Background: an optimization exercise with open tools, aiming at a short achievable clock period and few clock cycles. Do not read the settings as production practice. Function was not checked in any run shown here: the RTL went through the layout flow alone. The clock port is modelled as an ideal driver; clocking choices that lean on that would not hold on a real chip. Power and IR drop assume default switching activity.

**flow/design.v**
```verilog
module riscv_if(
	input	[12+1:2]		pcn_i,	 
	input	[16-1:0]		v_i,
	input	[16-1:0]		tk_i,	 
	input	[16-1:0]		ret_i,
	input	[16*12-1:0]	tag_i,
	input	[16*12-1:0]	tgt_i,
	input	[16*2-1:0]		ctr_i,
	input	[12+1:2]		ras_i,
	output	[16-1:0]		match_o,
	output				hit_o,
	output				pred_o,
	output	[1:0]			ctr_o,
	output	[12+1:2]		ptgt_o
);
integer i;
reg	[12+1:2]	t;
reg	[1:0]		c;
reg			r;
always @(*) begin
	t = {12{1'b0}};
	c = 2'd0;
	r = 1'b0;
	for (i = 0; i < 16; i = i + 1) begin
		t = t | ({12{match_o[i]}} & tgt_i[i*12 +: 12]);
		c = c | ({2{match_o[i]}} & ctr_i[i*2 +: 2]);
		r = r | (match_o[i] & ret_i[i]);
	end
end
wire	[16-1:0]	match_p;
riscv_if_match MP(.pcn_i(pcn_i), .v_i(v_i), .tag_i(tag_i), .match_o(match_p));
riscv_if_match MT(.pcn_i(pcn_i), .v_i(v_i), .tag_i(tag_i), .match_o(match_o));
assign	hit_o  = |match_p;
assign	pred_o = |(match_p & tk_i);
assign	ctr_o  = c;
assign	ptgt_o = r ? ras_i : t;
endmodule
module riscv_if_match(
	input	[12+1:2]		pcn_i,	 
	input	[16-1:0]		v_i,
	input	[16*12-1:0]	tag_i,
	output	[16-1:0]		match_o
);
genvar gi;
generate
	for (gi = 0; gi < 16; gi = gi + 1) begin : g_m
		assign match_o[gi] = v_i[gi] & (tag_i[gi*12 +: 12] == ~pcn_i);
	end
endgenerate
endmodule
module riscv_if_static(
	input	[31:0]		pc_i,
	input	[31:0]		inst_i,
	input	[12+1:2]	ras_i,
	input			fus_i,		 
	input	[31:0]		epc_i,		 
	input	[31:12]		esum_i,		 
	output			pred_o,
	output	[31:2]		tgt_o
);
wire	[4:0]	opc = inst_i[6:2];
wire	[4:0]	rd  = inst_i[11:7];
wire	[4:0]	rs1 = inst_i[19:15];
wire	s   = inst_i[31];
wire	jal = (opc == 5'b11011) & (inst_i[19:12] == {8{s}});
wire	bb  = (opc == 5'b11000) & s;
wire	ret = (opc == 5'b11001) & ((rs1 == 5'd1) | (rs1 == 5'd5)) & ~((rd == 5'd1) | (rd == 5'd5));
wire	[12:1]	jimm = {s, inst_i[20], inst_i[30:21]};
wire	[12:1]	bimm = {s, inst_i[7], inst_i[30:25], inst_i[11:8]};
wire	[12:1]	jlo, blo;
wire		jc, bc;
riscv_if_add12 JA(.a_i(pc_i[12:1]), .b_i(jimm), .s_o(jlo), .c_o(jc));
riscv_if_add12 BA(.a_i(pc_i[12:1]), .b_i(bimm), .s_o(blo), .c_o(bc));
wire	[11:0]	flo;
wire		fc;
riscv_if_add12 FA(.a_i(epc_i[11:0]), .b_i(inst_i[31:20]), .s_o(flo), .c_o(fc));
riscv_if_ssel SEL(
	.fus_i(fus_i),
	.fc_i(fc),
	.flo_i(flo[11:2]),
	.fhi_i(esum_i),
	.jal_i(jal),
	.bb_i(bb),
	.ret_i(ret),
	.s_i(s),
	.jc_i(jc),
	.bc_i(bc),
	.jlo_i(jlo[12:2]),
	.blo_i(blo[12:2]),
	.hi_i(pc_i[31:13]),
	.ras_i(ras_i),
	.pred_o(pred_o),
	.tgt_o(tgt_o)
);
endmodule
module riscv_if_ssel(
	input		fus_i,
	input		fc_i,
	input	[11:2]	flo_i,
	input	[31:12]	fhi_i,
	input		jal_i,
	input		bb_i,
	input		ret_i,
	input		s_i,
	input		jc_i,
	input		bc_i,
	input	[12:2]	jlo_i,
	input	[12:2]	blo_i,
	input	[31:13]	hi_i,
	input	[12+1:2]	ras_i,
	output		pred_o,
	output	[31:2]	tgt_o
);
assign	pred_o = jal_i | bb_i | fus_i | ret_i;
assign	tgt_o  = jal_i ? {hi_i, jlo_i} : bb_i ? {hi_i, blo_i} : fus_i ? {fhi_i, flo_i} :
		 {hi_i[31:12+2], ras_i};
endmodule
module riscv_if_add12(
	input	[11:0]	a_i,
	input	[11:0]	b_i,
	output	[11:0]	s_o,
	output		c_o
);
wire	[11:0]	g0, p0, g1, p1, g2, p2, g3, p3, g4, p4;
riscv_if_pg12 PG(.a_i(a_i), .b_i(b_i), .g_o(g0), .p_o(p0));
riscv_alu_pfx #(.D(1), .INV(0), .W(12)) L1(.g_i(g0), .p_i(p0), .g_o(g1), .p_o(p1));
riscv_alu_pfx #(.D(2), .INV(1), .W(12)) L2(.g_i(g1), .p_i(p1), .g_o(g2), .p_o(p2));
riscv_alu_pfx #(.D(4), .INV(0), .W(12)) L3(.g_i(g2), .p_i(p2), .g_o(g3), .p_o(p3));
riscv_alu_pfx #(.D(8), .INV(1), .W(12)) L4(.g_i(g3), .p_i(p3), .g_o(g4), .p_o(p4));
riscv_if_sum12 SU(.p_i(p0), .c_i(g4), .s_o(s_o), .c_o(c_o));
endmodule
module riscv_if_pg12(
	input	[11:0]	a_i,
	input	[11:0]	b_i,
	output	[11:0]	g_o,
	output	[11:0]	p_o
);
assign	g_o = a_i & b_i;
assign	p_o = a_i ^ b_i;
endmodule
module riscv_if_sum12(
	input	[11:0]	p_i,
	input	[11:0]	c_i,
	output	[11:0]	s_o,
	output		c_o
);
assign	s_o = p_i ^ {c_i[10:0], 1'b0};
assign	c_o = c_i[11];
endmodule
module riscv_id(
	input	[31:0]		inst_i,
	output	[4:0]		rd_o,
	output	[4:0]		rs1_o,
	output	[4:0]		rs2_o,
	output			lui_o,
	output			auipc_o,
	output			jal_o,
	output			jalr_o,
	output			br_o,
	output			load_o,
	output			store_o,
	output			use1_o,		 
	output			use2_o,		 
	output			wr_o,		 
	output			rs2b_o,		 
	output			call_o,
	output			ret_o,
	output	[31:0]		imm_o,		 
	output	[31:0]		timm_o,		 
	output	[5:0]		brc_o,		 
	output	[11-1:0]	op_o
);
wire	[31:0]	inst = inst_i;
wire	[4:0]	opc  = inst[6:2];
wire	[2:0]	f3   = inst[14:12];
assign	rd_o  = inst[11:7];
assign	rs1_o = inst[19:15];
assign	rs2_o = inst[24:20];
wire	opimm = (opc == 5'b00100);
wire	op    = (opc == 5'b01100);
assign	lui_o   = (opc == 5'b01101);
assign	auipc_o = (opc == 5'b00101);
assign	jal_o   = (opc == 5'b11011);
assign	jalr_o  = (opc == 5'b11001);
assign	br_o    = (opc == 5'b11000);
assign	load_o  = (opc == 5'b00000);
assign	store_o = (opc == 5'b01000);
assign	use1_o  = jalr_o | br_o | load_o | store_o | opimm | op;
assign	use2_o  = br_o | store_o | op;
assign	wr_o    = lui_o | auipc_o | jal_o | jalr_o | load_o | opimm | op;
assign	rs2b_o  = br_o | op;
wire	rd_link  = (rd_o == 5'd1) | (rd_o == 5'd5);
wire	rs1_link = (rs1_o == 5'd1) | (rs1_o == 5'd5);
assign	call_o  = (jal_o | jalr_o) & rd_link;
assign	ret_o   = jalr_o & rs1_link & ~rd_link;
wire	[31:0]	imm_i = {{20{inst[31]}}, inst[31:20]};
wire	[31:0]	imm_s = {{20{inst[31]}}, inst[31:25], inst[11:7]};
wire	[31:0]	imm_b = {{20{inst[31]}}, inst[7], inst[30:25], inst[11:8], 1'b0};
wire	[31:0]	imm_u = {inst[31:12], 12'b0};
wire	[31:0]	imm_j = {{12{inst[31]}}, inst[19:12], inst[20], inst[30:21], 1'b0};
assign	imm_o  = store_o ? imm_s : (lui_o | auipc_o) ? imm_u : imm_i;
assign	timm_o = jal_o ? imm_j : imm_b;
assign	brc_o = {f3 == 3'd7, f3 == 3'd6, f3 == 3'd5, f3 == 3'd4, f3 == 3'd1, f3 == 3'd0} & {6{br_o}};
wire	alu = op | opimm;
assign	op_o[0]  = lui_o | auipc_o | load_o | store_o | (opimm & f3 == 3'd0) | (op & f3 == 3'd0 & ~inst[30]);
assign	op_o[1]  = op & f3 == 3'd0 & inst[30];
assign	op_o[2]  = alu & f3 == 3'd2;
assign	op_o[3] = alu & f3 == 3'd3;
assign	op_o[4]  = alu & f3 == 3'd4;
assign	op_o[5]   = alu & f3 == 3'd6;
assign	op_o[6]  = alu & f3 == 3'd7;
assign	op_o[7]  = alu & f3 == 3'd1;
assign	op_o[8]  = alu & f3 == 3'd5 & ~inst[30];
assign	op_o[9]  = alu & f3 == 3'd5 & inst[30];
assign	op_o[10] = jal_o | jalr_o;
endmodule
module riscv_alu(
	input	[31:0]		a_i,
	input	[31:0]		b_i,
	input	[11-1:0]	op_i,
	input	[31:0]		pc4_i,
	input	[31:0]		sum_i,		 
	input	[31:0]		diff_i,		 
	input			ltu_i,
	input			lts_i,
	output	[31:0]		res_o
);
wire	[31:0]	sh;
riscv_alu_shift SH(
	.a_i(a_i),
	.sh_i(b_i[4:0]),
	.left_i(op_i[7]),
	.arith_i(op_i[9]),
	.res_o(sh)
);
wire	[31:0]	other;
riscv_alu_other OTH(
	.a_i(a_i),
	.b_i(b_i),
	.op_i(op_i),
	.pc4_i(pc4_i),
	.sh_i(sh),
	.res_o(other)
);
riscv_alu_mux MUX(
	.add_i(op_i[0]),
	.sub_i(op_i[1]),
	.slt_i(op_i[2]),
	.sltu_i(op_i[3]),
	.sum_i(sum_i),
	.diff_i(diff_i),
	.lts_i(lts_i),
	.ltu_i(ltu_i),
	.other_i(other),
	.res_o(res_o)
);
endmodule
module riscv_alu_other(
	input	[31:0]		a_i,
	input	[31:0]		b_i,
	input	[11-1:0]	op_i,
	input	[31:0]		pc4_i,
	input	[31:0]		sh_i,
	output	[31:0]		res_o
);
assign	res_o = ({32{op_i[4]}}  & (a_i ^ b_i)) |
		({32{op_i[5]}}   & (a_i | b_i)) |
		({32{op_i[6]}}  & (a_i & b_i)) |
		({32{op_i[7] | op_i[8] | op_i[9]}} & sh_i) |
		({32{op_i[10]}} & pc4_i);
endmodule
module riscv_alu_mux(
	input		add_i,
	input		sub_i,
	input		slt_i,
	input		sltu_i,
	input	[31:0]	sum_i,
	input	[31:0]	diff_i,
	input		lts_i,
	input		ltu_i,
	input	[31:0]	other_i,
	output	[31:0]	res_o
);
assign	res_o = ({32{add_i}} & sum_i) | ({32{sub_i}} & diff_i) | other_i |
		{31'd0, (slt_i & lts_i) | (sltu_i & ltu_i)};
endmodule
module riscv_alu_shift(
	input	[31:0]	a_i,
	input	[4:0]	sh_i,
	input		left_i,
	input		arith_i,
	output	[31:0]	res_o
);
wire	[31:0]	sl  = a_i << sh_i;
wire	[31:0]	sr  = a_i >> sh_i;
wire	[31:0]	sra = sr | ({32{a_i[31]}} & ~(32'hffffffff >> sh_i));
assign	res_o = left_i ? sl : arith_i ? sra : sr;
endmodule
module riscv_alu_add #(
	parameter SUB = 0
)(
	input	[31:0]	a_i,
	input	[31:0]	b_i,
	output	[31:0]	s_o
);
wire	[31:0]	p0, g0, g1, p1, g2, p2, g3, p3, g4, p4, g5, p5;
riscv_alu_pg #(.SUB(SUB)) PG(.a_i(a_i), .b_i(b_i), .g_o(g0), .p_o(p0));
riscv_alu_pfx #(.D(1),  .INV(0)) L1(.g_i(g0), .p_i(p0), .g_o(g1), .p_o(p1));
riscv_alu_pfx #(.D(2),  .INV(1)) L2(.g_i(g1), .p_i(p1), .g_o(g2), .p_o(p2));
riscv_alu_pfx #(.D(4),  .INV(0)) L3(.g_i(g2), .p_i(p2), .g_o(g3), .p_o(p3));
riscv_alu_pfx #(.D(8),  .INV(1)) L4(.g_i(g3), .p_i(p3), .g_o(g4), .p_o(p4));
riscv_alu_pfx #(.D(16), .INV(0)) L5(.g_i(g4), .p_i(p4), .g_o(g5), .p_o(p5));
riscv_alu_xsum #(.SUB(SUB)) XS(.p_i(p0), .nc_i(g5), .s_o(s_o));
endmodule
module riscv_alu_pg #(
	parameter SUB = 0
)(
	input	[31:0]	a_i,
	input	[31:0]	b_i,
	output	[31:0]	g_o,
	output	[31:0]	p_o
);
wire	[31:0]	b = SUB ? ~b_i : b_i;
assign	p_o = a_i ^ b;
assign	g_o = SUB ? {a_i[31:1] & b[31:1], a_i[0] | b[0]} : (a_i & b);
endmodule
module riscv_alu_pfx #(
	parameter D = 1,
	parameter INV = 0,
	parameter W = 32
)(
	input	[W-1:0]	g_i,
	input	[W-1:0]	p_i,
	output	[W-1:0]	g_o,
	output	[W-1:0]	p_o
);
genvar i;
generate
	for (i = 0; i < W; i = i + 1) begin : g_b
		if (i < D) begin : g_pass
			assign g_o[i] = ~g_i[i];
			assign p_o[i] = ~p_i[i];
		end else if (INV == 0) begin : g_aoi
			assign g_o[i] = ~(g_i[i] | (p_i[i] & g_i[i-D]));
			assign p_o[i] = ~(p_i[i] & p_i[i-D]);
		end else begin : g_oai
			assign g_o[i] = ~(g_i[i] & (p_i[i] | g_i[i-D]));
			assign p_o[i] = ~(p_i[i] | p_i[i-D]);
		end
	end
endgenerate
endmodule
module riscv_alu_xsum #(
	parameter SUB = 0
)(
	input	[31:0]	p_i,
	input	[31:0]	nc_i,
	output	[31:0]	s_o
);
assign	s_o = p_i ^ {~nc_i[30:0], SUB ? 1'b1 : 1'b0};
endmodule
module riscv_ex(
	input		valid_i,
	input		btaken_i,	 
	input	[31:0]	jsum_i,		 
	input		jne_i,		 
	input	[31:0]	btgt_i,		 
	input		bne_i,		 
	input	[31:0]	pc4_i,
	input		br_i,
	input		jal_i,
	input		jalr_i,
	input		pred_i,		 
	output		mispred_o,
	output		taken_o,
	output	[31:0]	tgt_o,
	output	[31:0]	redir_o
);
wire	mis_t   = ~pred_i | bne_i;
wire	mis_oth = jal_i  ? mis_t :
		  jalr_i ? (~pred_i | jne_i) : pred_i;
wire	mis_br  = btaken_i ? mis_t : pred_i;
assign	mispred_o = valid_i & (br_i ? mis_br : mis_oth);
assign	taken_o   = jal_i | jalr_i | (br_i & btaken_i);
assign	tgt_o     = jalr_i ? {jsum_i[31:1], 1'b0} : btgt_i;
assign	redir_o   = br_i ? (btaken_i ? btgt_i : pc4_i) : (jal_i | jalr_i) ? tgt_o : pc4_i;
endmodule
module riscv_ex_cmp(
	input	[31:0]	a_i,
	input	[31:0]	b_i,
	input	[5:0]	brc_i,		 
	output		eq_o,
	output		ltu_o,
	output		lts_o,
	output		taken_o		 
);
wire	[31:0]	g0 = {1'b0, ~a_i[30:0] & b_i[30:0]};
wire	[31:0]	e0 = {1'b1, ~(a_i[30:0] ^ b_i[30:0])};
wire	[15:0]	g1, e1;
wire	[7:0]	g2, e2;
wire	[3:0]	g3, e3;
wire	[1:0]	g4, e4;
wire		g5, e5;
riscv_ex_cmpl #(.W(16), .INV(0)) C1(.g_i(g0), .e_i(e0), .g_o(g1), .e_o(e1));
riscv_ex_cmpl #(.W(8),  .INV(1)) C2(.g_i(g1), .e_i(e1), .g_o(g2), .e_o(e2));
riscv_ex_cmpl #(.W(4),  .INV(0)) C3(.g_i(g2), .e_i(e2), .g_o(g3), .e_o(e3));
riscv_ex_cmpl #(.W(2),  .INV(1)) C4(.g_i(g3), .e_i(e3), .g_o(g4), .e_o(e4));
riscv_ex_cmpl #(.W(1),  .INV(0)) C5(.g_i(g4), .e_i(e4), .g_o(g5), .e_o(e5));
riscv_ex_cmpf CF(.a31_i(a_i[31]), .b31_i(b_i[31]), .ng_i(g5), .ne_i(e5), .brc_i(brc_i),
	.eq_o(eq_o), .ltu_o(ltu_o), .lts_o(lts_o), .taken_o(taken_o));
endmodule
module riscv_ex_cmpl #(
	parameter W = 1,
	parameter INV = 0
)(
	input	[2*W-1:0]	g_i,
	input	[2*W-1:0]	e_i,
	output	[W-1:0]		g_o,
	output	[W-1:0]		e_o
);
genvar i;
generate
	for (i = 0; i < W; i = i + 1) begin : g_b
		if (INV == 0) begin : g_aoi
			assign g_o[i] = ~(g_i[2*i+1] | (e_i[2*i+1] & g_i[2*i]));
			assign e_o[i] = ~(e_i[2*i+1] & e_i[2*i]);
		end else begin : g_oai
			assign g_o[i] = ~(g_i[2*i+1] & (e_i[2*i+1] | g_i[2*i]));
			assign e_o[i] = ~(e_i[2*i+1] | e_i[2*i]);
		end
	end
endgenerate
endmodule
module riscv_ex_cmpf(
	input		a31_i,
	input		b31_i,
	input		ng_i,
	input		ne_i,
	input	[5:0]	brc_i,
	output		eq_o,
	output		ltu_o,
	output		lts_o,
	output		taken_o
);
wire	e31 = ~(a31_i ^ b31_i);
assign	eq_o  = e31 & ~ne_i;
assign	ltu_o = (~a31_i & b31_i) | (e31 & ~ng_i);
assign	lts_o = (a31_i & ~b31_i) | (e31 & ~ng_i);
assign	taken_o = (brc_i[0] & eq_o) | (brc_i[1] & ~eq_o) | (brc_i[2] & lts_o) | (brc_i[3] & ~lts_o) |
		  (brc_i[4] & ltu_o) | (brc_i[5] & ~ltu_o);
endmodule
module riscv_ex_sumeq(
	input	[31:0]	a_i,
	input	[31:0]	b_i,
	input	[31:0]	k_i,
	output		ne_o
);
wire	[31:0]	x, r, g;
wire	[30:0]	ok;
riscv_ex_xor2 X1(.a_i(a_i), .b_i(b_i), .y_o(x));
riscv_ex_xor2 X2(.a_i(x), .b_i(k_i), .y_o(r));
riscv_ex_sumeq_g G(.a_i(a_i), .b_i(b_i), .x_i(x), .r_i(r), .g_o(g));
riscv_ex_sumeq_ok K(.r_i(r), .g_i(g), .a0_i(a_i[0]), .b0_i(b_i[0]), .ok_o(ok));
riscv_ex_and31 A(.x_i(ok), .yn_o(ne_o));
endmodule
module riscv_ex_xor2(
	input	[31:0]	a_i,
	input	[31:0]	b_i,
	output	[31:0]	y_o
);
assign	y_o = a_i ^ b_i;
endmodule
module riscv_ex_sumeq_g(
	input	[31:0]	a_i,
	input	[31:0]	b_i,
	input	[31:0]	x_i,
	input	[31:0]	r_i,
	output	[31:0]	g_o
);
assign	g_o = (a_i & b_i) | (x_i & r_i);
endmodule
module riscv_ex_sumeq_ok(
	input	[31:0]	r_i,
	input	[31:0]	g_i,
	input		a0_i,
	input		b0_i,
	output	[30:0]	ok_o
);
assign	ok_o = {~(r_i[31:2] ^ g_i[30:1]), ~(r_i[1] ^ (a0_i & b0_i))};
endmodule
module riscv_ex_and31(
	input	[30:0]	x_i,
	output		yn_o
);
wire	[7:0]	n1;
wire	[3:0]	a2;
riscv_ex_nand4 #(.W(8)) L1(.x_i({1'b1, x_i}), .y_o(n1));
riscv_ex_nor2  #(.W(4)) L2(.x_i(n1), .y_o(a2));
riscv_ex_nand4 #(.W(1)) L3(.x_i(a2), .y_o(yn_o));
endmodule
module riscv_ex_nand4 #(
	parameter W = 1
)(
	input	[4*W-1:0]	x_i,
	output	[W-1:0]		y_o
);
genvar i;
generate
	for (i = 0; i < W; i = i + 1) begin : g_b
		assign y_o[i] = ~&x_i[4*i +: 4];
	end
endgenerate
endmodule
module riscv_ex_nor4 #(
	parameter W = 1
)(
	input	[4*W-1:0]	x_i,
	output	[W-1:0]		y_o
);
genvar i;
generate
	for (i = 0; i < W; i = i + 1) begin : g_b
		assign y_o[i] = ~|x_i[4*i +: 4];
	end
endgenerate
endmodule
module riscv_ex_nor2 #(
	parameter W = 1
)(
	input	[2*W-1:0]	x_i,
	output	[W-1:0]		y_o
);
genvar i;
generate
	for (i = 0; i < W; i = i + 1) begin : g_b
		assign y_o[i] = ~|x_i[2*i +: 2];
	end
endgenerate
endmodule
module riscv_ex_nand2 #(
	parameter W = 1
)(
	input	[2*W-1:0]	x_i,
	output	[W-1:0]		y_o
);
genvar i;
generate
	for (i = 0; i < W; i = i + 1) begin : g_b
		assign y_o[i] = ~&x_i[2*i +: 2];
	end
endgenerate
endmodule
module riscv_wb(
	input	[31:0]		pc_i,
	input			pred_i,
	input	[12+1:2]	ptgt_i,
	output	[31:0]		next_o,
	output	[31:0]		pc4_o
);
assign	pc4_o  = pc_i + 32'd4;
assign	next_o = pred_i ? {pc_i[31:12+2], ptgt_i, 2'b00} : pc4_o;
endmodule
module riscv_wb_s(
	input			en_i,
	input	[31:0]		pc_i,
	input			stall_i,
	input			spred_i,	 
	input	[31:2]		stgt_i,
	input	[31:0]		next_i,
	output	[31:0]		next_o
);
wire	sel_p = en_i & stall_i;
wire	sel_s = en_i & ~stall_i & spred_i;
wire	sel_o = en_i & ~stall_i & ~spred_i;
assign	next_o = ({32{sel_p}} & pc_i) | ({32{sel_s}} & {stgt_i, 2'b00}) | ({32{sel_o}} & next_i);
endmodule
module riscv_wb_f(
	input			mispred_i,
	input	[31:0]		redir_i,
	input	[31:0]		next_i,
	output	[31:0]		next_o
);
assign	next_o = mispred_i ? redir_i : next_i;
endmodule
module riscv_register(
	input	[32*32-1:0]	rf_i,
	input	[4:0]		idx_i,
	output	[31:0]		val_o
);
wire	[31:0]	sel0, sel1, sel2, sel3;
riscv_register_dec DEC0(.idx_i(idx_i), .sel_o(sel0));
riscv_register_dec DEC1(.idx_i(idx_i), .sel_o(sel1));
riscv_register_dec DEC2(.idx_i(idx_i), .sel_o(sel2));
riscv_register_dec DEC3(.idx_i(idx_i), .sel_o(sel3));
genvar b;
generate
	for (b = 0; b < 32; b = b + 1) begin : g_bit
		wire	[31:0]	col;
		wire	[15:0]	l1;
		wire	[3:0]	l2;
		wire	[1:0]	l3;
		genvar r;
		for (r = 0; r < 32; r = r + 1) begin : g_col
			assign col[r] = rf_i[r*32 + b];
		end
		riscv_register_aoi22 L1(.s_i(b < 8 ? sel0 : b < 16 ? sel1 : b < 24 ? sel2 : sel3), .d_i(col), .y_o(l1));
		riscv_ex_nand4 #(.W(4)) L2(.x_i(l1), .y_o(l2));
		riscv_ex_nor2  #(.W(2)) L3(.x_i(l2), .y_o(l3));
		riscv_ex_nand2 #(.W(1)) L4(.x_i(l3), .y_o(val_o[b]));
	end
endgenerate
endmodule
module riscv_register_dec(
	input	[4:0]	idx_i,
	output	[31:0]	sel_o
);
genvar i;
generate
	for (i = 0; i < 32; i = i + 1) begin : g_d
		assign sel_o[i] = (i != 0) && (idx_i == i);
	end
endgenerate
endmodule
module riscv_register_aoi22(
	input	[31:0]	s_i,
	input	[31:0]	d_i,
	output	[15:0]	y_o
);
genvar i;
generate
	for (i = 0; i < 16; i = i + 1) begin : g_b
		assign y_o[i] = ~((s_i[2*i] & d_i[2*i]) | (s_i[2*i+1] & d_i[2*i+1]));
	end
endgenerate
endmodule
module riscv_stall(
	input	[4:0]	rs1_i,
	input	[4:0]	rs2_i,
	input		use1_i,
	input		use2_i,
	input		e_fwd_i,	 
	input		e_load_i,	 
	input	[4:0]	e_rd_i,
	input		m_fwd_i,	 
	input	[4:0]	m_rd_i,
	output		h1e_o,
	output		h1m_o,
	output		h2e_o,
	output		h2m_o,
	output		stall_o
);
wire	eq1 = (e_rd_i == rs1_i);
wire	eq2 = (e_rd_i == rs2_i);
assign	h1e_o = e_fwd_i & eq1;
assign	h1m_o = m_fwd_i & (m_rd_i == rs1_i);
assign	h2e_o = e_fwd_i & eq2;
assign	h2m_o = m_fwd_i & (m_rd_i == rs2_i);
assign	stall_o = e_load_i & ((use1_i & eq1) | (use2_i & eq2));
endmodule
module riscv_forward(
	input		sel_e_i,
	input	[31:0]	e_i,
	input		sel_r_i,
	input	[31:0]	r_i,
	input	[31:0]	o_i,
	output	[31:0]	val_o
);
assign	val_o = sel_e_i ? e_i : sel_r_i ? r_i : o_i;
endmodule
module riscv_forward_pre(
	input		sel_m_i,	 
	input		sel_x_i,	 
	input	[31:0]	m_i,
	input	[31:0]	x_i,
	output	[31:0]	val_o
);
assign	val_o = ({32{sel_m_i}} & m_i) | ({32{sel_x_i}} & x_i);
endmodule
module riscv(
	input	wire		clk,
	input	wire		rst,		 
	input	wire	[31:0]	inst_i,		 
	output	wire	[31:0]	inst_addr_o,	 
	output	wire		inst_ce_o,	 
	input	wire	[31:0]	data_i,		 
	output	wire		data_we_o,	 
	output	wire		data_ce_o,	 
	output	wire	[31:0]	data_addr_o,	 
	output	wire	[31:0]	data_o		 
);
assign	inst_ce_o = 1'b1;
assign	data_ce_o = 1'b1;
reg	[31:0]	pc_out;
reg	[31:0]	pc;
reg	[12+1:2]	pc_btb_n;	 
reg		e_valid;
reg	[31:0]	e_pc;
reg	[31:0]	e_pc4;
reg	[31:0]	e_a;		 
reg	[31:0]	e_b;		 
reg	[31:0]	e_s;		 
reg	[31:0]	e_timm;		 
reg	[4:0]	e_rd;
reg		e_we;		 
reg		e_load;
reg		e_store;
reg		e_br;
reg		e_jal;
reg		e_jalr;
reg		e_auipc;
reg		e_call;
reg		e_ret;
reg	[5:0]	e_brc;		 
reg	[11-1:0]	e_op;	 
reg		e_pred;		 
reg	[31:2]	e_ptgt;		 
reg		e_hit;		 
reg	[16-1:0]	e_match;	 
reg	[1:0]	e_ctr;		 
reg	[2:0]	e_it, e_tr;	 
reg		e_lc;
reg		m_valid;
reg	[31:0]	m_addr;
reg	[31:0]	m_res_n;
reg	[31:0]	m_sd;
reg		m_we_mem;
reg	[4:0]	m_rd;
reg		m_we;
reg		m_load;
reg	[31:0]	rf [1:31];
reg	[31:0]	rf_v;		 
reg	[16-1:0]	btb_v;
reg	[16-1:0]	btb_tk;		 
reg	[16-1:0]	btb_ret;	 
reg	[12+1:2]	btb_tag [0:16-1];
reg	[12+1:2]	btb_tgt [0:16-1];
reg	[1:0]	btb_ctr [0:16-1];
reg	[2:0]	btb_it  [0:16-1];
reg	[2:0]	btb_tr  [0:16-1];
reg	[16-1:0]	btb_lc;
reg	[16-1:0]	btb_rr;		 
reg	[12+1:2]	ras0, ras1, ras2, ras3;
reg		u_btb;
reg		u_alloc;
reg	[16-1:0]	u_sel;
reg	[12+1:2]	u_tag;
reg	[12+1:2]	u_atgt;		 
reg	[12+1:2]	u_ptgt;		 
reg		u_taken, u_hit, u_v, u_jmp, u_ret;
reg	[1:0]	u_octr;
reg		u_bwd;
reg	[2:0]	u_oit, u_otr;
reg		u_olc;
reg		u_call, u_pop;
reg	[12+1:2]	u_link;
wire	[31:0]	m_res = ~m_res_n;
wire	[31:0]	m_val = m_load ? data_i : m_res;
wire	[31:0]	sum, diff;
wire		ltu, lts, eq, btaken;
riscv_alu_add #(.SUB(0)) ADD(.a_i(e_a), .b_i(e_b), .s_o(sum));
riscv_alu_add #(.SUB(1)) SUB(.a_i(e_a), .b_i(e_b), .s_o(diff));
riscv_ex_cmp CMP(.a_i(e_a), .b_i(e_b), .brc_i(e_brc), .eq_o(eq), .ltu_o(ltu), .lts_o(lts), .taken_o(btaken));
wire	[31:0]	res;
riscv_alu ALU(
	.a_i(e_a),
	.b_i(e_b),
	.op_i(e_op),
	.pc4_i(e_pc4),
	.sum_i(sum),
	.diff_i(diff),
	.ltu_i(ltu),
	.lts_i(lts),
	.res_o(res)
);
wire	[31:0]	e_pfull = {e_ptgt, 2'b00};
wire	[31:0]	btgt;
wire		jne, bne;
riscv_alu_add BTGT(.a_i(e_pc), .b_i(e_timm), .s_o(btgt));
riscv_ex_sumeq JOK(.a_i(e_a), .b_i(e_b), .k_i(e_pfull), .ne_o(jne));
riscv_ex_sumeq BOK(.a_i(e_pc), .b_i(e_timm), .k_i(e_pfull), .ne_o(bne));
wire		mispred;
wire		act_taken;
wire	[31:0]	act_tgt;
wire	[31:0]	redir_pc;
riscv_ex BR(
	.valid_i(e_valid),
	.btaken_i(btaken),
	.jsum_i(sum),
	.jne_i(jne),
	.btgt_i(btgt),
	.bne_i(bne),
	.pc4_i(e_pc4),
	.br_i(e_br),
	.jal_i(e_jal),
	.jalr_i(e_jalr),
	.pred_i(e_pred),
	.mispred_o(mispred),
	.taken_o(act_taken),
	.tgt_o(act_tgt),
	.redir_o(redir_pc)
);
wire	[4:0]	rd, rs1, rs2;
wire		d_lui, d_auipc, d_jal, d_jalr, d_br, d_load, d_store;
wire		d_use1, d_use2, d_wr, d_rs2b, d_call, d_ret;
wire	[31:0]	d_imm, d_timm;
wire	[5:0]	d_brc;
wire	[11-1:0]	d_op;
riscv_id DEC(
	.inst_i(inst_i),
	.rd_o(rd),
	.rs1_o(rs1),
	.rs2_o(rs2),
	.lui_o(d_lui),
	.auipc_o(d_auipc),
	.jal_o(d_jal),
	.jalr_o(d_jalr),
	.br_o(d_br),
	.load_o(d_load),
	.store_o(d_store),
	.use1_o(d_use1),
	.use2_o(d_use2),
	.wr_o(d_wr),
	.rs2b_o(d_rs2b),
	.call_o(d_call),
	.ret_o(d_ret),
	.imm_o(d_imm),
	.timm_o(d_timm),
	.brc_o(d_brc),
	.op_o(d_op)
);
wire	[32*32-1:0]	rf_flat;
assign	rf_flat[31:0] = 32'd0;
genvar gi;
generate
	for (gi = 1; gi < 32; gi = gi + 1) begin : g_rf
		assign rf_flat[gi*32 +: 32] = rf[gi] & {32{rf_v[gi]}};
	end
endgenerate
wire	[31:0]	rf1, rf2;
riscv_register RD1(.rf_i(rf_flat), .idx_i(rs1), .val_o(rf1));
riscv_register RD2(.rf_i(rf_flat), .idx_i(rs2), .val_o(rf2));
wire	h1e, h1m, h2e, h2m, stall;
riscv_stall HAZ(
	.rs1_i(rs1),
	.rs2_i(rs2),
	.use1_i(d_use1),
	.use2_i(d_use2),
	.e_fwd_i(e_valid & e_we),
	.e_load_i(e_valid & e_load & e_we),
	.e_rd_i(e_rd),
	.m_fwd_i(m_valid & m_we),
	.m_rd_i(m_rd),
	.h1e_o(h1e),
	.h1m_o(h1m),
	.h2e_o(h2e),
	.h2m_o(h2m),
	.stall_o(stall)
);
wire	a_reg = ~d_auipc & ~d_lui;
wire	[31:0]	pre_a, pre_b, pre_s, opa, opb, ops;
riscv_forward_pre PA(.sel_m_i(a_reg & h1m), .sel_x_i(d_auipc), .m_i(m_val), .x_i(pc), .val_o(pre_a));
riscv_forward_pre PB(.sel_m_i(d_rs2b & h2m), .sel_x_i(~d_rs2b), .m_i(m_val), .x_i(d_imm), .val_o(pre_b));
riscv_forward_pre PS(.sel_m_i(h2m), .sel_x_i(1'b0), .m_i(m_val), .x_i(32'd0), .val_o(pre_s));
riscv_forward FA(.sel_e_i(a_reg & h1e), .e_i(res), .sel_r_i(a_reg & ~h1m), .r_i(rf1), .o_i(pre_a), .val_o(opa));
riscv_forward FB(.sel_e_i(d_rs2b & h2e), .e_i(res), .sel_r_i(d_rs2b & ~h2m), .r_i(rf2), .o_i(pre_b), .val_o(opb));
riscv_forward FS(.sel_e_i(h2e), .e_i(res), .sel_r_i(~h2m), .r_i(rf2), .o_i(pre_s), .val_o(ops));
wire	[16*12-1:0]	bt_flat;
wire	[16*12-1:0]	bg_flat;
wire	[16*2-1:0]		bc_flat;
generate
	for (gi = 0; gi < 16; gi = gi + 1) begin : g_btb
		assign bt_flat[gi*12 +: 12] = btb_tag[gi];
		assign bg_flat[gi*12 +: 12] = btb_tgt[gi];
		assign bc_flat[gi*2 +: 2] = btb_ctr[gi];
	end
endgenerate
wire	[16-1:0]	f_match;
reg	[2:0]	f_it, f_tr;
integer fi;
always @(*) begin
	f_it = 3'd0;
	f_tr = 3'd0;
	for (fi = 0; fi < 16; fi = fi + 1) begin
		f_it = f_it | ({3{f_match[fi]}} & btb_it[fi]);
		f_tr = f_tr | ({3{f_match[fi]}} & btb_tr[fi]);
	end
end
wire		f_hit, f_pred;
wire	[1:0]	f_ctr;
wire	[12+1:2]	f_ptgt;
riscv_if BTB(
	.pcn_i(pc_btb_n),
	.v_i(btb_v),
	.tk_i(btb_tk),
	.ret_i(btb_ret),
	.tag_i(bt_flat),
	.tgt_i(bg_flat),
	.ctr_i(bc_flat),
	.ras_i(ras0),
	.match_o(f_match),
	.hit_o(f_hit),
	.pred_o(f_pred),
	.ctr_o(f_ctr),
	.ptgt_o(f_ptgt)
);
wire		s_pred;
wire	[31:2]	s_tgt;
riscv_if_static SP(
	.pc_i(pc),
	.inst_i(inst_i),
	.ras_i(ras0),
	.fus_i(d_jalr & e_auipc & h1e),
	.epc_i(e_pc),
	.esum_i(sum[31:12]),
	.pred_o(s_pred),
	.tgt_o(s_tgt)
);
wire	s_use = ~f_hit & s_pred;
wire	[31:0]	next_pc, next_pc_out, next_pc_b, next_pc_s, next_pc_so, pc4;
riscv_wb NPC(
	.pc_i(pc),
	.pred_i(f_pred),
	.ptgt_i(f_ptgt),
	.next_o(next_pc_b),
	.pc4_o(pc4)
);
riscv_wb_s NPCS(
	.en_i(1'b1),
	.pc_i(pc),
	.stall_i(stall),
	.spred_i(s_use),
	.stgt_i(s_tgt),
	.next_i(next_pc_b),
	.next_o(next_pc_s)
);
riscv_wb_f NPCF(.mispred_i(mispred), .redir_i(redir_pc), .next_i(next_pc_s), .next_o(next_pc));
riscv_wb_s NPCSO(
	.en_i(~rst),
	.pc_i(pc),
	.stall_i(stall),
	.spred_i(s_use),
	.stgt_i(s_tgt),
	.next_i(next_pc_b),
	.next_o(next_pc_so)
);
riscv_wb_f NPCFO(.mispred_i(mispred), .redir_i(redir_pc), .next_i(next_pc_so), .next_o(next_pc_out));
always @(posedge clk) begin
	pc_out   <= next_pc_out;
	pc_btb_n <= ~next_pc_out[12+1:2];
end
always @(posedge clk or posedge rst) begin
	if (rst) begin
		pc <= 32'd0;
	end else begin
		pc <= next_pc;
	end
end
assign	inst_addr_o = pc_out;
always @(posedge clk or posedge rst) begin
	if (rst) begin
		e_valid <= 1'b0;
	end else begin
		e_valid <= ~mispred & ~stall;
	end
end
always @(posedge clk) begin
	e_pc    <= pc;
	e_pc4   <= pc4;
	e_a     <= opa;
	e_b     <= opb;
	e_s     <= ops;
	e_timm  <= d_timm;
	e_rd    <= rd;
	e_we    <= d_wr & (rd != 5'd0);
	e_load  <= d_load;
	e_store <= d_store;
	e_br    <= d_br;
	e_jal   <= d_jal;
	e_jalr  <= d_jalr;
	e_auipc <= d_auipc;
	e_call  <= d_call;
	e_ret   <= d_ret;
	e_brc   <= d_brc;
	e_op    <= d_op;
	e_pred  <= f_pred | s_use;
	e_ptgt  <= f_hit ? {pc[31:12+2], f_ptgt} : s_tgt;
	e_hit   <= f_hit;
	e_match <= f_match;
	e_ctr   <= f_ctr;
	e_it    <= f_it;
	e_tr    <= f_tr;
	e_lc    <= |(f_match & btb_lc);
end
always @(posedge clk or posedge rst) begin
	if (rst) begin
		m_valid  <= 1'b0;
	end else begin
		m_valid  <= e_valid;
	end
end
always @(posedge clk) begin
	m_we_mem <= ~rst & e_valid & e_store;
	m_addr   <= res;
	m_res_n  <= ~res;
	m_sd     <= e_s;
	m_rd     <= e_rd;
	m_we     <= e_we;
	m_load   <= e_load;
end
assign	data_addr_o = m_addr;
assign	data_o      = m_sd;
assign	data_we_o   = m_we_mem;
always @(posedge clk) begin
	if (m_valid & m_we)
		rf[m_rd] <= m_val;
end
integer k;
always @(posedge clk or posedge rst) begin
	if (rst) begin
		rf_v <= 32'd0;
	end else if (m_valid & m_we) begin
		for (k = 1; k < 32; k = k + 1)
			if (m_rd == k)
				rf_v[k] <= 1'b1;
	end
end
wire	e_ctl = e_br | e_jal | e_jalr;
always @(posedge clk or posedge rst) begin
	if (rst) begin
		u_btb   <= 1'b0;
		u_alloc <= 1'b0;
		u_call  <= 1'b0;
		u_pop   <= 1'b0;
	end else begin
		u_btb   <= e_valid & (act_taken | e_hit);
		u_alloc <= e_valid & act_taken & ~e_hit;
		u_call  <= e_valid & e_call;
		u_pop   <= e_valid & e_ret;
	end
end
always @(posedge clk) begin
	u_sel   <= e_hit ? e_match : btb_rr;
	u_tag   <= e_pc[12+1:2];
	u_atgt  <= act_tgt[12+1:2];
	u_ptgt  <= e_ptgt[12+1:2];
	u_taken <= act_taken;
	u_hit   <= e_hit;
	u_octr  <= e_ctr;
	u_bwd   <= e_br & e_timm[31];
	u_oit   <= e_it;
	u_otr   <= e_tr;
	u_olc   <= e_lc;
	u_v     <= e_ctl;
	u_jmp   <= e_jal | e_jalr;
	u_ret   <= e_ret;
	u_link  <= e_pc4[12+1:2];
end
wire	[1:0]	u_ctr = ~u_hit ? 2'd2 :
			u_taken ? ((u_octr == 2'd3) ? 2'd3 : u_octr + 2'd1) :
				  ((u_octr == 2'd0) ? 2'd0 : u_octr - 2'd1);
wire	[2:0]	u_it  = ~u_taken ? 3'd0 : ~u_hit ? 3'd1 : (u_oit == 3'd7) ? 3'd7 : u_oit + 3'd1;
wire	[2:0]	u_tr  = ~u_hit ? 3'd7 : ~u_taken ? u_oit : u_otr;
wire		u_lc  = ~u_hit ? 1'b0 : u_taken ? u_olc : (u_oit == u_otr) & (u_oit != 3'd7);
wire		u_tk  = u_jmp | (u_ctr[1] & ~(u_bwd & u_lc & (u_it == u_tr)));
wire	[12+1:2]	u_tgt = u_taken ? u_atgt : u_ptgt;
integer j;
always @(posedge clk or posedge rst) begin
	if (rst) begin
		btb_v  <= {16{1'b0}};
		btb_rr <= {{(16-1){1'b0}}, 1'b1};
	end else begin
		if (u_btb)
			btb_v <= (btb_v & ~u_sel) | ({16{u_v}} & u_sel);
		if (u_alloc)
			btb_rr <= {btb_rr[16-2:0], btb_rr[16-1]};
	end
end
always @(posedge clk) begin
	for (j = 0; j < 16; j = j + 1) begin
		if (u_btb & u_sel[j]) begin
			btb_tk[j]  <= u_tk;
			btb_ret[j] <= u_ret;
			btb_tag[j] <= u_tag;
			btb_tgt[j] <= u_tgt;
			btb_ctr[j] <= u_ctr;
			btb_it[j]  <= u_it;
			btb_tr[j]  <= u_tr;
			btb_lc[j]  <= u_lc;
		end
	end
end
always @(posedge clk or posedge rst) begin
	if (rst) begin
		ras0 <= {12{1'b0}};
		ras1 <= {12{1'b0}};
		ras2 <= {12{1'b0}};
		ras3 <= {12{1'b0}};
	end else if (u_call & u_pop) begin
		ras0 <= u_link;
	end else if (u_call) begin
		ras0 <= u_link;
		ras1 <= ras0;
		ras2 <= ras1;
		ras3 <= ras2;
	end else if (u_pop) begin
		ras0 <= ras1;
		ras1 <= ras2;
		ras2 <= ras3;
	end
end
endmodule
```
**flow/flow/run.sh**
```bash
#!/bin/bash
set -u
here=$(pwd)
bash standard.sh SETUP_SLACK_MARGIN=6.7 POST_CTS_TCL="$here/flow/post_cts.tcl" finish > standard_flow.log 2>&1
```
**flow/flow/post_cts.tcl**
```tcl
# Sourced by ORFS at the end of its CTS step: one more setup repair, this
# time without the platform's cell-footprint restriction, then legalize.
puts "post_cts.tcl: extra repair_timing"
repair_timing -setup -setup_margin 6.7 -repair_tns 100 -max_passes 50 -verbose
detailed_placement
check_placement -verbose
```
**flow/standard.sh**
```bash
#!/bin/bash
# synth_recipe.tcl (not shown) runs the flow's synth.tcl, then flattens the netlist and writes it again
# the make line also repeats each setting of config.mk as NAME=value (left out here)
make -C /OpenROAD-flow-scripts/flow DESIGN_CONFIG=/design/flow/config.mk WORK_HOME=/design/flow/orfs CLKGATE_MAP_FILE= SYNTH_SCRIPT=/design/flow/synth_recipe.tcl "${@:-finish}"
```
**flow/config.mk**
```make
export PLATFORM = sky130hd
export DESIGN_NAME = riscv
export DESIGN_NICKNAME = riscv
export VERILOG_FILES = /design/flow/design.v
export SDC_FILE = /design/flow/constraint.sdc
export NUM_CORES = 8
export LEC_CHECK = 0
export CAP_MARGIN = 20
export CORE_MARGIN = 2
export CORE_UTILIZATION = 45
export CTS_CLUSTER_DIAMETER = 150
export CTS_CLUSTER_SIZE = 20
export PLACE_DENSITY = 0.65
export SLEW_MARGIN = 20
export SYNTH_HIERARCHICAL = 1
export TNS_END_PERCENT = 100
```
**flow/constraint.sdc**
```tcl
create_clock -name core_clock -period 10.0 [get_ports {clk}]
set_input_delay 2.0000 -clock core_clock [delete_from_list [all_inputs] [get_ports {clk}]]
set_output_delay 2.0000 -clock core_clock [all_outputs]
set_load 0.01 [all_outputs]
```
==> metrics.md, run 1 <==
| Metric | Value |
|---|---|
| Status | finished clean |
| Placeable Area | ~270000 um2 |
| Hold Crit Class | reg -> reg |
| Buf/Inv on CP | 5 |
| Drt drc | 0 |
| P&R area growth vs syn | 18.92% |
| Average wire per standard cell | roughly 32 um |
| Tot Pwr | slightly above 20000 uW |
| Syn_area_per_cell | around 12 um2 |
| Type of the worst setup path | in -> reg |
| Pins Over Slew Limit | 0 |
| Power Density | approximately 140 nW/um2 |
| Final hold slack | 0.3241 ns |
| Share of post-route cells with drive strength above 1 | 0.3292 |
| Worst EP arrival | about 4.7 ns |
| Worst slew pin tran | 1.209 ns |
| Clock sinks | 2208 |
| Total track usage | 0.3352 |
| Fillcell total | between 20000 and 25000 |
| Die width | 527.7 um |
| Die Ht | around 530 um |
| LEAKAGE | a little over 0.05 uW |
| Register Area | 60660 um2 |
| Area of the multi-input gates | ~64000 um2 |
| CP dominant cell by count | mux2_4 |
| Maximum capacitance violations | 0 |
| Gate Count Post-Synth | 10392 |
| Antenna Nets Post-Route | 0 |
| Hold Vio Cnt, Final | 0 |
| Critical Path Max Stage Delay | 0.36 ns |
| Relative slew slack | 0.1930 |
| Routability Congestion | 0.9992 |
| Top delay family on crit path | buffers and inverters |
| Critical path peak fanout | 13 |
| Fin crit share | 0.3963 |
| I/O Pins | approximately 170 |
| Tmin final | 3.963 ns |
| Routed wire length | between 400000 and 500000 um |
| RSZ-0062 raised after global routing | true |
| Drt pass-1 iters | 6 |
| Crit-path slowest cell | clkdlybuf4s15_2 |
| Synth warn | 13 |
| Total gr overflow | 0 |
| Insertion delay to the later sink of the worst-skew pair | slightly below 0.9 ns |
| CTS tree | yes |
| # rows | 192 |
| Max Freq | ~0.25 GHz |
| Final net count | about 11000 |
| Largest net degree at the start of global routing | 115 |
| Initial Util | 0.4518 |
| Peak VDD IR | roughly 0.17 mV |
| Worst clock skew | between 0.07 and 0.08 ns |
| Cell Area, Synth | between 100000 and 150000 um2 |
| Nature of the critical path startpoint | input pin |
| Finished Core Util | 0.5373 |
| Final Setup Violations | 0 |
| CP Cell Sequence | clkdlybuf4s15_2 -> inv_1 -> nor3b_4 -> and3_4 -> nor3b_4 -> buf_12 -> buf_12 -> buf_16 -> mux2_4 -> mux2_4 -> o211a_1 -> mux2_4 |
| DR iter-0 viols | roughly 11000 |
| Vias in the first global route | about 91000 |
| Worst-path clk slew | around 0.09 ns |
| Setup TNS | 0 ns |
| PortBufs | 160 |
| HPWL after DPL | ~310000 um |
| Vias per inst | 6.291 |
| Die area | roughly 280000 um2 |
| Initial antenna violation count | 46 |
| Reg2Reg Setup Slack | 6.17 ns |
| Worst Setup End Kind | flip-flop |
| Wire length of the first global-routing pass | about 670000 um |
| Critical path required time | ~11 ns |
| Via count | 93544 |
-- cell type report --
cell class,instances,share of cell area
inverter,370,0.009609
clock buffer,204,0.02261
clock inverter,9,0.001466
timing repair buffer,1037,0.08525
timing repair inverter,1,0.00005116
multi-input combinational,7433,0.4367
sequential,2208,0.4134
tap,3589,0.03060
antenna,18,0.0003069
-- power breakdown --
part,internal (uW),switching [uW],total (uW)
logic,1760,3140,4900
clock network,2290,3150,5440
registers,10100,357,10400
-- worst register-to-register path, cell delays in order, from the launching register on --
cell      delay (ns)
dfxtp_2         0.35
buf_12          0.24
xor2_1          0.26
nand4_1         0.18
nor4_4          0.45
a22o_1          0.23
a221oi_1        0.05
nand4_1         0.16
buf_8           0.31
nand3b_1        0.28
buf_12          0.16
nor3_1          0.06
xor2_1          0.19
mux2_4          0.32
o211a_1         0.20
mux2_4          0.26
-- layout by cell type (no fill, tap or decap), types with 54 or more instances in the layout --
cell type / instances
mux4_2: 62
nor2_1: 322
nand3_1: 71
dfxtp_1: 396
a21oi_1: 261
nor2_2: 64
nand2_1: 541
dfxtp_2: 99
edfxtp_1: 1552
and2_1: 1004
nand4_1: 374
ha_1: 217
buf_4: 446
mux2i_1: 139
nor2_4: 340
o21ai_1: 261
buf_6: 241
nor2b_1: 54
mux2_2: 150
dfrtp_1: 141
a21oi_2: 89
xnor2_1: 166
clkbuf_1: 84
clkbuf_16: 135
inv_1: 350
nand2b_1: 66
conb_1: 124
a221oi_1: 92
mux2_4: 184
a22o_1: 245
buf_12: 178
o211a_1: 61
a22oi_2: 1026
xor2_1: 581
-- path summary, 6_finish.rpt --
path,start,endpoint,cells past startpoint
setup reg to reg,pc_btb_n[12],pc_out[25],15
max in group asynchronous,rst,pc[17],4
setup / recovery,inst_i[2],pc_out[26],12
min in group asynchronous,rst,rf_v[25],3
hold reg to reg,e_tr[2],u_otr[2],0
hold / removal,e_tr[2],u_otr[2],0
-- flip-flops by register name, summed over array words and instances, names as in the netlist, 48 cells and up, named ones only --
signal   flops
rf         992
btb_tag    192
btb_tgt    192
btb_it      48
btb_tr      48
-- metal layers --
| metal | global-route usage | share of wire |
|---|---|---|
| met1 | 0.4380 | 0.40 |
| met4 | 0.1776 | 0.061 |
| met2 | 0.5311 | 0.46 |
| met5 | 0 | 0.00015 |
| met3 | 0.05842 | 0.086 |
-- stage by stage --
step                cells  worst slack [ns]  cell area (um2)
global placement    13969             3.447           130300
detailed placement  13970             3.411           130300
finish              14869             6.037           146700
floorplan           10501             4.974           125500
global route        14863             5.999           146700
==> inputs of run 2 (changes only) <==
--- a/flow/design.v
+++ b/flow/design.v
@@ -691,7 +691,7 @@
 assign	inst_ce_o = 1'b1;
 assign	data_ce_o = 1'b1;
 reg	[31:0]	pc_out;
-reg	[31:0]	pc;
+wire	[31:0]	pc = pc_out;
 reg	[12+1:2]	pc_btb_n;	 
 reg		e_valid;
 reg	[31:0]	e_pc;
@@ -916,7 +916,7 @@
 	.tgt_o(s_tgt)
 );
 wire	s_use = ~f_hit & s_pred;
-wire	[31:0]	next_pc, next_pc_out, next_pc_b, next_pc_s, next_pc_so, pc4;
+wire	[31:0]	next_pc_out, next_pc_b, next_pc_so, pc4;
 riscv_wb NPC(
 	.pc_i(pc),
 	.pred_i(f_pred),
@@ -924,16 +924,6 @@
 	.next_o(next_pc_b),
 	.pc4_o(pc4)
 );
-riscv_wb_s NPCS(
-	.en_i(1'b1),
-	.pc_i(pc),
-	.stall_i(stall),
-	.spred_i(s_use),
-	.stgt_i(s_tgt),
-	.next_i(next_pc_b),
-	.next_o(next_pc_s)
-);
-riscv_wb_f NPCF(.mispred_i(mispred), .redir_i(redir_pc), .next_i(next_pc_s), .next_o(next_pc));
 riscv_wb_s NPCSO(
 	.en_i(~rst),
 	.pc_i(pc),
@@ -948,13 +938,6 @@
 	pc_out   <= next_pc_out;
 	pc_btb_n <= ~next_pc_out[12+1:2];
 end
-always @(posedge clk or posedge rst) begin
-	if (rst) begin
-		pc <= 32'd0;
-	end else begin
-		pc <= next_pc;
-	end
-end
 assign	inst_addr_o = pc_out;
 always @(posedge clk or posedge rst) begin
 	if (rst) begin
--- a/flow/config.mk
+++ b/flow/config.mk
@@ -7,10 +7,10 @@
 export LEC_CHECK = 0
 export CAP_MARGIN = 20
 export CORE_MARGIN = 2
-export CORE_UTILIZATION = 45
+export CORE_UTILIZATION = 40
 export CTS_CLUSTER_DIAMETER = 150
 export CTS_CLUSTER_SIZE = 20
-export PLACE_DENSITY = 0.65
+export PLACE_DENSITY = 0.6
 export SLEW_MARGIN = 20
 export SYNTH_HIERARCHICAL = 1
 export TNS_END_PERCENT = 100
==> metrics.md, run 2 <==
| Metric | Value |
|---|---|
| Status | finished clean |
| Share of post-route cells with drive strength above 1 | 0.3277 (-0.001501) |
| Combinational group share of total power | 0.240 (+0.004) |
| RSZ-0062 raised after global routing | true |
| Sw Share | 0.3196 (-0.0007927) |
| Drt drc | 0 (unchanged) |
| Antenna Nets Post-Route | 0 (unchanged) |
| Fin crit share | 0.3878 (-0.008457) |
| Max FFs per register | 992 (unchanged) |
| Type of the worst setup path | in -> reg |
| Power Internal | 14080 uW (-0.16%) |
| Register Area | 59990 um2 (-1.1%) |
| Design area | 145200 um2 (-1.1%) |
| Crit-path slowest cell | mux2_4 |
| Sequential share of power | 0.494 (-0.008) |
| CTS tree | yes |
| Hold Vio Cnt, Final | 0 (unchanged) |
| Routed wire length | 489300 um (+1.5%) |
| Critical path peak fanout | 9 (-4) |
| I/O Pins | 165 (unchanged) |
| Final hold slack | 0.2612 ns (-0.06285 ns) |
| Most common cell after layout, fill and taps aside | edfxtp_1 |
| Hold Crit Class | reg -> reg |
| Worst Setup End Kind | flip-flop |
| Average wire per standard cell | 32.45 um (+0.15%) |
| Area after DPL | 128700 um2 (-1.3%) |
| Total track usage | 0.3041 (-0.03114) |
| Final Setup Violations | 0 (unchanged) |
| Via count | 92304 (-1.3%) |
| PortBufs | 160 (unchanged) |
| Die width | 554.1 um (+5.0%) |
| Most frequent cells in the layout | 1552 x edfxtp_1, 1026 x a22oi_2, 1003 x and2_1, 582 x xor2_1, 547 x nand2_1 |
| LEAKAGE | 0.05056 uW (-2.2%) |
| Worst-path clk slew | 0.09 ns (about the same) |
| HPWL after DPL | 314800 um (+0.83%) |
| Peak VDD IR | 0.1845 mV (+11%) |
| Wire length of the first global-routing pass | 672200 um (-0.24%) |
| Biggest regs | rf x992, btb_tag x192, btb_tgt x192 |
| Max Freq | 0.2578 GHz (+2.2%) |
| Reg2Reg Setup Slack | 6.23 ns (+0.06 ns) |
| Maximum capacitance violations | 0 (unchanged) |
| Vias per inst | 6.122 (-2.7%) |
| Cell Area, Synth | 121000 um2 (-1.9%) |
| CP dominant cell by count | buf_12 |
| Tmin final | 3.878 ns (-0.08457 ns) |
| Worst slew pin tran | 1.264 ns (+0.05552 ns) |
| RR Endpoint | pc_out[19] |
| Initial antenna violation count | 40 (-13%) |
| Hold_sp | e_it[0] |
| Worst clock skew | 0.1255 ns (+0.05485 ns) |
| Initial Util | 0.4027 (-0.04904) |
| Hold endpoint | u_oit[0] |
| Final net count | 11317 (-1.3%) |
| Buf/Inv on CP | 5 (unchanged) |
| Critical Path Max Stage Delay | 0.31 ns (-0.05 ns) |
| Psw | 6613 uW (-0.52%) |
| Synth warn | 13 (unchanged) |
| Die Ht | 554.1 um (+5.0%) |
| Critical R2R Launch | pc_btb_n[13] |
| Nature of the critical path startpoint | input pin |
| # rows | 201 (+4.7%) |
| Reg2reg path depth | 16 (+1) |
| Drt pass-1 iters | 8 (+2) |
| Gate Count Post-Synth | 10227 (-1.6%) |
| Syn_area_per_cell | 11.84 um2 (-0.33%) |
| Relative slew slack | 0.1559 (-0.03706) |
| Biggest register | rf |
| Clock sinks | 2176 (-1.4%) |
| Clock power share | 0.266 (+0.004) |
| Fillcell total | 26386 (+15%) |
| Area of the multi-input gates | 62330 um2 (-2.7%) |
| Placeable Area | 300500 um2 (+10%) |
| Power Density | 142.5 nW/um2 (+0.81%) |
| P&R area growth vs syn | 19.94% |
| Top delay family on crit path | multiplexers |
| DR iter-0 viols | 10937 (-3.7%) |
| Vias in the first global route | 88752 (-2.9%) |
| Hold Path Stages | 0 (unchanged) |
| Pins Over Slew Limit | 0 (unchanged) |
| Die area | 307000 um2 (+10%) |
| Critical path required time | 10.78 ns (+0.05 ns) |
| Setup TNS | 0 ns (unchanged) |
| Worst EP arrival | 4.65 ns (-0.05 ns) |
| Largest net degree at the start of global routing | 67 (-42%) |
| CP Cell Sequence | buf_12 -> buf_12 -> buf_12 -> xnor2_4 -> nand3_2 -> nor2_2 -> and3_4 -> nor3b_4 -> buf_12 -> buf_16 -> mux2_4 -> mux2_4 -> o211a_1 -> mux2_4 |
| Routability Congestion | 0.9675 (-3.2%) |
| Insertion delay to the later sink of the worst-skew pair | 0.97 ns (+0.08 ns) |
| Total gr overflow | 0 (unchanged) |
run 2: cell count changes in the layout (fill, tap and decap cells not counted), sizes merged, moves of 3 or more:
cell and delta:
mux2 -62, buf -33, dfrtp -32, o211a -30, clkbuf +26, or2b -18
nand2b -6, conb -5, clkinv -3
run 2: cell type report:
| class | count | area share |
|---|---|---|
| Clock buffer | 204 | 0.02388 |
| Antenna cell | 19 | 0.0003275 |
| Clock inverter | 6 | 0.0006464 |
| Timing Repair Buffer | 1029 | 0.08859 |
| Tap cell | 3958 | 0.03411 |
| Inverter | 370 | 0.009765 |
| Sequential cell | 2176 | 0.4132 |
| Multi-Input combinational cell | 7314 | 0.4294 |
| Timing Repair inverter | 1 | 0.00005171 |
run 2: worst max path at each step:
stage | start | end | depth (start not counted)
after global routing | inst_i[19] | pc_out[16] | 14
after floorplan | rst | pc_out[10] | 4
final | inst_i[19] | pc_out[17] | 14
after detailed placement | inst_i[31] | pc_out[31] | 13
after global placement | inst_i[31] | pc_out[2] | 13
run 2: metal layers:
layer	up-vias	global-route usage	wire length, um
met3	1036	0.04765	40380
li1	39603	-	-
met4	10	0.1471	28990
met1	46990	0.4008	195500
met2	4665	0.4873	224300
met5	-	0	98
run 2: worst reg2reg max path, cell delays in order (launching register included):
cell	delay [ns]
dfxtp_4	0.43
buf_12	0.18
buf_12	0.17
xor2_1	0.18
nand4_1	0.17
nor4_4	0.39
a22o_1	0.20
a221oi_1	0.05
nand4_1	0.14
buf_12	0.26
nand3b_1	0.27
buf_12	0.14
nor3_1	0.06
xor2_1	0.18
mux2_4	0.28
o211a_1	0.20
mux2_4	0.26
run 2: power groups by stage:
stage | clock, uW | combinational (uW) | sequential, uW
floorplan | 0 | 2640 | 10300
global placement | 0 | 4040 | 10400
detailed placement | 0 | 4110 | 10400
global route | 5860 | 5160 | 10200
finish | 5500 | 4960 | 10200
run 2: per-stage QoR:
step           utilization  power [uW]  setup WS (ns)  std cells
2_1_floorplan            -       12940          5.440      10331
5_1_grt             0.4830       21260          6.097      15074
3_3_place_gp        0.4281       14460          3.778      14201
3_5_place_dp        0.4282       14520          3.738      14202
6_report            0.4830       20690          6.122      15077
==> inputs of run 3 (changes only) <==
--- a/flow/design.v
+++ b/flow/design.v
@@ -52,7 +52,8 @@
 	input	[31:0]		pc_i,
 	input	[31:0]		inst_i,
 	input	[12+1:2]	ras_i,
-	input			fus_i,		 
+	input			eauipc_i,	 
+	input	[4:0]		erd_i,		 
 	input	[31:0]		epc_i,		 
 	input	[31:12]		esum_i,		 
 	output			pred_o,
@@ -65,6 +66,7 @@
 wire	jal = (opc == 5'b11011) & (inst_i[19:12] == {8{s}});
 wire	bb  = (opc == 5'b11000) & s;
 wire	ret = (opc == 5'b11001) & ((rs1 == 5'd1) | (rs1 == 5'd5)) & ~((rd == 5'd1) | (rd == 5'd5));
+wire	fus_i = (opc == 5'b11001) & eauipc_i & (rs1 == erd_i);
 wire	[12:1]	jimm = {s, inst_i[20], inst_i[30:21]};
 wire	[12:1]	bimm = {s, inst_i[7], inst_i[30:25], inst_i[11:8]};
 wire	[12:1]	jlo, blo;
@@ -112,8 +114,9 @@
 	output	[31:2]	tgt_o
 );
 assign	pred_o = jal_i | bb_i | fus_i | ret_i;
-assign	tgt_o  = jal_i ? {hi_i, jlo_i} : bb_i ? {hi_i, blo_i} : fus_i ? {fhi_i, flo_i} :
-		 {hi_i[31:12+2], ras_i};
+wire	ret_s = ret_i & ~fus_i;
+assign	tgt_o  = ({30{jal_i}} & {hi_i, jlo_i}) | ({30{bb_i}} & {hi_i, blo_i}) |
+		 ({30{fus_i}} & {fhi_i, flo_i}) | ({30{ret_s}} & {hi_i[31:12+2], ras_i});
 endmodule
 module riscv_if_add12(
 	input	[11:0]	a_i,
@@ -691,7 +694,7 @@
 assign	inst_ce_o = 1'b1;
 assign	data_ce_o = 1'b1;
 reg	[31:0]	pc_out;
-wire	[31:0]	pc = pc_out;
+reg	[31:0]	pc;
 reg	[12+1:2]	pc_btb_n;	 
 reg		e_valid;
 reg	[31:0]	e_pc;
@@ -909,14 +912,15 @@
 	.pc_i(pc),
 	.inst_i(inst_i),
 	.ras_i(ras0),
-	.fus_i(d_jalr & e_auipc & h1e),
+	.eauipc_i(e_valid & e_we & e_auipc),
+	.erd_i(e_rd),
 	.epc_i(e_pc),
 	.esum_i(sum[31:12]),
 	.pred_o(s_pred),
 	.tgt_o(s_tgt)
 );
 wire	s_use = ~f_hit & s_pred;
-wire	[31:0]	next_pc_out, next_pc_b, next_pc_so, pc4;
+wire	[31:0]	next_pc, next_pc_out, next_pc_b, next_pc_s, next_pc_so, pc4;
 riscv_wb NPC(
 	.pc_i(pc),
 	.pred_i(f_pred),
@@ -924,6 +928,16 @@
 	.next_o(next_pc_b),
 	.pc4_o(pc4)
 );
+riscv_wb_s NPCS(
+	.en_i(1'b1),
+	.pc_i(pc),
+	.stall_i(stall),
+	.spred_i(s_use),
+	.stgt_i(s_tgt),
+	.next_i(next_pc_b),
+	.next_o(next_pc_s)
+);
+riscv_wb_f NPCF(.mispred_i(mispred), .redir_i(redir_pc), .next_i(next_pc_s), .next_o(next_pc));
 riscv_wb_s NPCSO(
 	.en_i(~rst),
 	.pc_i(pc),
@@ -938,6 +952,13 @@
 	pc_out   <= next_pc_out;
 	pc_btb_n <= ~next_pc_out[12+1:2];
 end
+always @(posedge clk or posedge rst) begin
+	if (rst) begin
+		pc <= 32'd0;
+	end else begin
+		pc <= next_pc;
+	end
+end
 assign	inst_addr_o = pc_out;
 always @(posedge clk or posedge rst) begin
 	if (rst) begin
==> metrics.md, run 3 <==
| Metric | Value |
|---|---|
| Nature of the critical path startpoint | input pin |
| Worst clock skew | 0.1501 ns (+0.02465 ns) |
| Placeable Area | 306100 um2 (+1.8%) |
| Critical path peak fanout | 3 (-6) |
| Cell Area, Synth | 123200 um2 (+1.8%) |
| Maximum capacitance violations | 0 (unchanged) |
| Die Ht | 558.9 um (+0.88%) |
| Average wire per standard cell | 31.82 um (-1.9%) |
| Tmin final | 4.099 ns (+0.2211 ns) |
| Hold Vio Cnt, Final | 0 (unchanged) |
| Insertion delay to the later sink of the worst-skew pair | 0.96 ns (about the same) |
| Critical Path Max Stage Delay | 0.77 ns (+0.46 ns) |
| Antenna Nets Post-Route | 0 (unchanged) |
| Gate Count Post-Synth | 10387 (+1.6%) |
| Hold Crit Class | reg -> reg |
| Final net count | 11358 (+0.36%) |
| Tot Pwr | 20740 uW (+0.22%) |
| Via count | 92565 (+0.28%) |
| Total gr overflow | 0 (unchanged) |
| Routed wire length | 485900 um (-0.68%) |
| Setup TNS | 0 ns (unchanged) |
| P&R area growth vs syn | 18.62% |
| Biggest register | rf |
| Worst slew pin tran | 1.171 ns (-0.09302 ns) |
| Wire length of the first global-routing pass | 678100 um (+0.87%) |
| CTS tree | yes |
| Vias per inst | 6.061 (-1.0%) |
| Metal2 WL | 223600 um (-0.32%) |
| Max Used Layer | met5 |
| Die width | 558.9 um (+0.88%) |
| Largest net degree at the start of global routing | 108 (+61%) |
| Area after DPL | 131300 um2 (+2.1%) |
| RSZ-0062 raised after global routing | true |
| Critical path required time | 10.85 ns (+0.07 ns) |
| # rows | 203 (+1.0%) |
| Worst Setup End Kind | flip-flop |
| Most frequent cells in the layout | 1552 x edfxtp_1, 1026 x a22oi_2, 1004 x and2_1, 586 x xor2_1, 565 x nand2_1 |
| Max Freq | 0.2439 GHz (-5.4%) |
| Status | finished clean |
| HPWL after DPL | 321700 um (+2.2%) |
| Share of post-route cells with drive strength above 1 | 0.3236 (-0.004102) |
| Synth warn | 13 (unchanged) |
| Worst-path clk slew | 0.09 ns (about the same) |
| Design area | 146100 um2 (+0.66%) |
| Power Density | 141.9 nW/um2 (-0.43%) |
| Relative slew slack | 0.2180 (+0.06210) |
| LEAKAGE | 0.05107 uW (+1.0%) |
| Worst EP arrival | 4.95 ns (+0.30 ns) |
| Initial Util | 0.4025 (about the same) |
| Routability Congestion | 0.9845 (+1.8%) |
| Vias in the first global route | 90941 (+2.5%) |
| Syn_area_per_cell | 11.86 um2 (+0.21%) |
| Initial antenna violation count | 28 (-30%) |
| Peak VDD IR | 0.1759 mV (-4.7%) |
| Drt drc | 0 (unchanged) |
| Clock sinks | 2208 (+1.5%) |
| Drt pass-1 iters | 8 (unchanged) |
| Final Setup Violations | 0 (unchanged) |
| Met1 wire length | 199300 um (+2.0%) |
| Most common cell after layout, fill and taps aside | edfxtp_1 |
| Pins Over Slew Limit | 0 (unchanged) |
| Fin crit share | 0.4099 (+0.02211) |
| Max FFs per register | 992 (unchanged) |
| Fillcell total | 27097 (+2.7%) |
| Type of the worst setup path | in -> reg |
| Die area | 312400 um2 (+1.8%) |
| Met3 WL post-DR | 36280 um (-10%) |
| Total track usage | 0.2991 (-0.004994) |
| PortBufs | 160 (unchanged) |
| Finished Core Util | 0.4774 (-0.005613) |
| Final hold slack | 0.2685 ns (+0.007316 ns) |
| DR iter-0 viols | 10585 (-3.2%) |
| I/O Pins | 165 (unchanged) |
| CP Cell Sequence | buf_16 -> buf_16 -> ha_4 -> buf_6 -> a21oi_4 -> o21ai_2 -> a21oi_2 -> o21ai_2 -> xor2_1 -> a222oi_1 -> nand2_1 -> mux2_4 -> o211a_1 -> mux2_4 |
| Biggest regs | rf x992, btb_tag x192, btb_tgt x192 |
| Crit-path slowest cell | a222oi_1 |
-- run 3: cell types whose count changed in the layout (fill, tap and decap cells not counted), sizes merged, moves of 12 or more --
cell    previous run  this run
buf              936       864
mux2             272       314
dfrtp            116       148
o211a             31        61
clkbuf           249       220
nand2            624       648
a22o             251       269
or2b              20        37
mux2i            185       173
nor3b             17         5
-- run 3: cell type report --
cell class                 instances  area, um2  share of cell area
multi-input combinational       7429      63830              0.4369
timing repair buffer             922      11440             0.07832
clock inverter                     7      88.84           0.0006080
clock buffer                     210       3468             0.02374
sequential                      2208      60680              0.4153
tap                             4100       5130             0.03511
antenna                           24      60.06           0.0004110
inverter                         372       1416            0.009693
-- run 3: final timing paths --
check | from | endpoint | slack (ns) | depth (start not counted)
worst max-delay path | inst_i[23] | pc_out[10] | 5.90 | 14
worst min-delay path | e_tr[2] | u_otr[2] | 0.27 | 0
worst max register to register | pc_btb_n[9] | pc_out[23] | 6.12 | 15
worst min register to register | e_tr[2] | u_otr[2] | 0.27 | 0
max in group asynchronous | rst | btb_rr[0] | 6.90 | 4
min in group asynchronous | rst | ras1[5] | 1.42 | 2
-- run 3: report_power, final --
part           total (uW)  switching (uW)  internal (uW)
Clock                5500            3100           2390
Combinational        4880            3130           1750
Sequential          10400             326          10000
Total               20700            6560          14200
-- run 3: through the flow --
step           setup WS [ns]  cells
3_5_place_dp           3.509  14481
6_report               5.901  15272
3_3_place_gp           3.515  14480
2_1_floorplan          4.974  10496
5_1_grt                5.918  15265
-- run 3: worst max-delay path, delay by kind of cell --
family	cells	cell delay (ns)
muxes	2	0.58
adders and majority gates	1	0.17
buffers and inverters	3	0.37
and+or+nand+nor	1	0.24
AOI/OAI and AO/OA	6	1.42
xor gates and xnor gates	1	0.14
-- run 3: per-layer routing --
layer | GRT usage | vias up
li1 | - | 39958
met1 | 0.3975 | 47319
met4 | 0.1407 | 8
met2 | 0.4805 | 4334
met3 | 0.04250 | 946
met5 | 0 | -

[port drivers added, routing unchanged]
How much do the figures lean on ideal ports? The routed layouts below were timed once more, with nothing changed but the port constraints. Step 1 sets driving cells, clkbuf_16 on the clock port and buf_2 on the other inputs (assumed; they add their load-dependent delay and slew). Step 2, shift: input delay + t, output delay - t, t = (earliest + latest rising clock arrival at the registers) / 2. This alone moves slack from input paths to output paths. Slacks: no drivers / after step 1 / after step 2; pairs: no drivers / after step 1.
run	t (ns)	setup WS [ns]
run 1	0.971	6.037 / 5.964 / 4.994
run 2	1.007	6.122 / 6.068 / 5.061
run 3	0.988	5.901 / 5.850 / 4.862
After both steps every run listed still meets setup and hold.
